What follows belongs to an exercise in optimizing a design on an open flow for small area, a short achievable clock period and few clock cycles per item; a production flow would make more cautious choices. Function was checked by simulation only, so behaviour that the tests miss may differ from the original. Power figures rest on the tool's default switching activity, not on a simulated workload.

Setup of the reference run:
Design trading_core, start of the top module:
module trading_core(
    input clk,
    input rst,
    input order_valid,
    input [31:0] order_data,
    output order_ready,
    output trade_valid,
    output [7:0] trade_price,
    output [7:0] trade_qty,
    output [7:0] trade_buy_id,
    output [7:0] trade_sell_id,
    output appr_valid,
    output [7:0] appr_price,
    output [7:0] appr_qty,
    output [7:0] appr_buy_id,
    output [7:0] appr_sell_id
);
    order_matching_engine ORDER_MATCHING_ENGINE(
        .CLK(clk),
        .RESET(rst),
        .packet_ready(order_valid),
        .payload_data(order_data),
        .order_ready(order_ready),
        .trade_valid(trade_valid),
        .trade_price(trade_price),
        .trade_qty(trade_qty),
        .buy_id(trade_buy_id),
        .sell_id(trade_sell_id)
    );
    risk_management RISK (
        .CLK(clk),
        .RESET(rst),
        .TRADE_VALID(trade_valid),
        .TRADE_PRICE(trade_price),
        .TRADE_QTY(trade_qty),
        .BUY_ID(trade_buy_id),
        .SELL_ID(trade_sell_id),
        .TRADE_APPROVED(appr_valid),
        .APPR_PRICE(appr_price),
        .APPR_QTY(appr_qty),
        .APPR_BUY_ID(appr_buy_id),
        .APPR_SELL_ID(appr_sell_id)
    );
endmodule
Settings: LEC_CHECK=0, CAP_MARGIN=20, CORE_MARGIN=2, CORE_UTILIZATION=55, PLACE_DENSITY=0.65, SETUP_SLACK_MARGIN=4.5, SLEW_MARGIN=20; clock period 8.0 ns.
run.sh (not shown) runs the stock make flow with config.mk's settings and CLKGATE_MAP_FILE= SYNTH_SCRIPT=/design/flow/synth_recipe.tcl, a recipe that flattens the netlist after the stock synthesis.
The reference run: done, clean on timing, DRC and antenna
Testbench counts of the reference run, summed over its fixed seeds: cycles 3,209, orders 3,200.
Modified inputs, the trial run compared to the reference run
diff --git a/flow/design.v b/flow/design.v
--- a/flow/design.v
+++ b/flow/design.v
@@ -36,46 +36,47 @@
                 gg[i] = gg[i] | (pp[i] & gg[i-d]);
                 pp[i] = pp[i] & pp[i-d];
             end
         add8 = {gg[7], p ^ {gg[6:0], cin}};
     end
 endfunction
 function [N-1:0] lowest(input [N-1:0] v);
-    integer j;
-    reg seen;
+    integer i, d;
+    reg [N-1:0] pre;            
     begin
-        seen = 1'b0;
-        for (j = 0; j < N; j = j + 1) begin
-            lowest[j] = v[j] & ~seen;
-            seen = seen | v[j];
-        end
+        pre = v;
+        for (d = 1; d < N; d = d * 2)
+            for (i = N - 1; i >= d; i = i - 1)
+                pre[i] = pre[i] | pre[i-d];
+        lowest = v & ~{pre[N-2:0], 1'b0};
     end
 endfunction
 integer k;
 reg ready_r;
 assign order_ready = ready_r;
 reg       i_v;
 reg       i_cancel, i_side;
 reg [7:0] i_p, i_q, i_id;
 reg       o_v;
 reg       o_cancel, o_side;
 reg [7:0] o_p, o_q, o_id;
 reg [N-1:0] pre_hit;      
 reg [N-1:0] pre_qlt;      
 reg         fwd_hit;      
+reg         fwd_rel;      
+reg         o_srch;       
 reg [N-1:0] bv, av;
 reg [7:0] bp [0:N-1];
 reg [7:0] bq [0:N-1];
 reg [7:0] bi [0:N-1];
 reg [7:0] ap [0:N-1];
 reg [7:0] aq [0:N-1];
 reg [7:0] ai [0:N-1];
 reg [3:0] ins_p;
 reg [N-1:0] lw_ins;       
-reg         lw_ins_side;
 reg [N-1:0] pw_oh;        
 reg         pw_side;
 reg         pw_ins;       
 reg [7:0]   pw_oq;        
 reg [7:0]   pw_sel;       
 reg [N-1:0] lw_wq;
 reg         lw_wq_side;
@@ -104,28 +105,31 @@
         if (i_cancel)
             a_hit[k] = i_side ? (ai[k] == i_id) : (bi[k] == i_id);
         else
             a_hit[k] = i_side ? le8(i_p, bp[k]) : le8(ap[k], i_p);
         a_qlt[k] = i_side ? ~le8(bq[k], i_q) : ~le8(aq[k], i_q);
     end
 end
+wire a_srch = i_cancel ? i_side : ~i_side;
 wire a_fwd = i_cancel ? (o_id == i_id) : (i_side ? le8(i_p, o_p) : le8(o_p, i_p));
 always @(posedge CLK) begin
     o_cancel <= i_cancel;
     o_side   <= i_side;
     o_p      <= i_p;
     o_q      <= i_q;
     o_id     <= i_id;
     pre_hit  <= a_hit;
     pre_qlt  <= a_qlt;
     fwd_hit  <= a_fwd;
+    fwd_rel  <= o_side == a_srch;
+    o_srch   <= a_srch;
 end
-wire srch = o_cancel ? o_side : ~o_side;
-wire [N-1:0] hit_c = (lw_ins_side == srch) ? ((pre_hit & ~lw_ins) | (lw_ins & {N{fwd_hit}})) : pre_hit;
-wire [N-1:0] hit   = hit_c & (srch ? av : bv);
+wire [N-1:0] fwd_on = lw_ins & {N{fwd_rel}};
+wire [N-1:0] hit_c = (pre_hit & ~fwd_on) | (fwd_on & {N{fwd_hit}});
+wire [N-1:0] hit   = hit_c & (o_srch ? av : bv);
 wire [N-1:0] first = lowest(hit);
 wire any_hit = |hit;
 wire [8:0] pw_dif = add8(pw_sel, ~pw_oq, 1'b1);
 wire [7:0] pw_val = pw_ins ? pw_oq : pw_dif[7:0];
 wire [9:0] fx = {2'b00, pw_sel};
 wire [9:0] fy = ~{2'b00, pw_oq};
 wire [9:0] fz = ~{2'b00, o_q};
@@ -185,15 +189,14 @@
         bv <= (bv & ~clr_b) | set_b;
         av <= (av & ~clr_a) | set_a;
         if (do_insert) ins_p <= ins_nx;
     end
 end
 always @(posedge CLK) begin
     lw_ins      <= set_o;
-    lw_ins_side <= o_side;
     pw_oh       <= wq_o;
     pw_side     <= wq_side;
     pw_ins      <= do_insert;
     pw_oq       <= o_q;
     pw_sel      <= sel_qe;
     lw_wq       <= pw_oh;
     lw_wq_side  <= pw_side;
==> comparison <==
- The trial run reached the final stage; the timing, design-rule and antenna checks on its layout passed.
- On the trial run: initial core utilization is 0.27 points lower than what the reference run gave.
- The trial run has synthesis-to-layout area growth below what the reference run had.
- Compare the trial run and the reference run | number of antenna repair diodes lower: the trial run
- The trial run ended with more power than the reference run.
- The lower count of placed standard cells including taps of the trial run and the reference run is in the trial run.
- Relative to the reference run, the instance count on the critical path of the trial run is lower by 3.
- The reference run -> the trial run: power density normalized to cell area increased by a little under 10%
- Relative to the reference run, the synthesized cell count measured on the trial run has decreased by a few percent.
- [compare] base=the reference run new=the trial run: average routed wire per standard cell flat, setup violation total in the final timing report flat, flip-flop and latch count after synthesis flat.
- On area share of xor/xnor cells in the synthesized design, the trial run and the reference run are neck and neck.
- Changes observed in the trial run relative to the reference run: post-synth net total now sits lower; minimum clock period now sits lower.
Testbench counts of the trial run, summed over its fixed seeds: cycles 3,209, orders 3,200.

-- re-timing with driven ports --
Ports are ideal in the flow. The routed layouts listed here were re-timed in OpenROAD. Step 1 (the two cells are an assumption about what drives the block):
set clk [get_ports {clk}]
set_driving_cell -lib_cell sky130_fd_sc_hd__clkbuf_16 $clk
set_driving_cell -lib_cell sky130_fd_sc_hd__buf_2 [delete_from_list [all_inputs] $clk]
Step 2 moves the port delays by t, midway between the first and last clock arrival at a register: inputs arrive t later, outputs are due t later. That takes back most of the time a late clock gives input paths. Three values: no drivers, after step 1, after step 2; two values: the first two.
run	t (ns)	slack for setup (ns)	worst setup path after step 2
the reference run	0.804	3.771 / 3.771 / 3.749	input to register
the trial run	0.774	4.264 / 4.264 / 4.264	register to register
After both steps every run listed still meets setup and hold. The setup slack of the reference run, which loses most, moves by 0.000 ns with the drivers and by -0.022 ns with both steps.
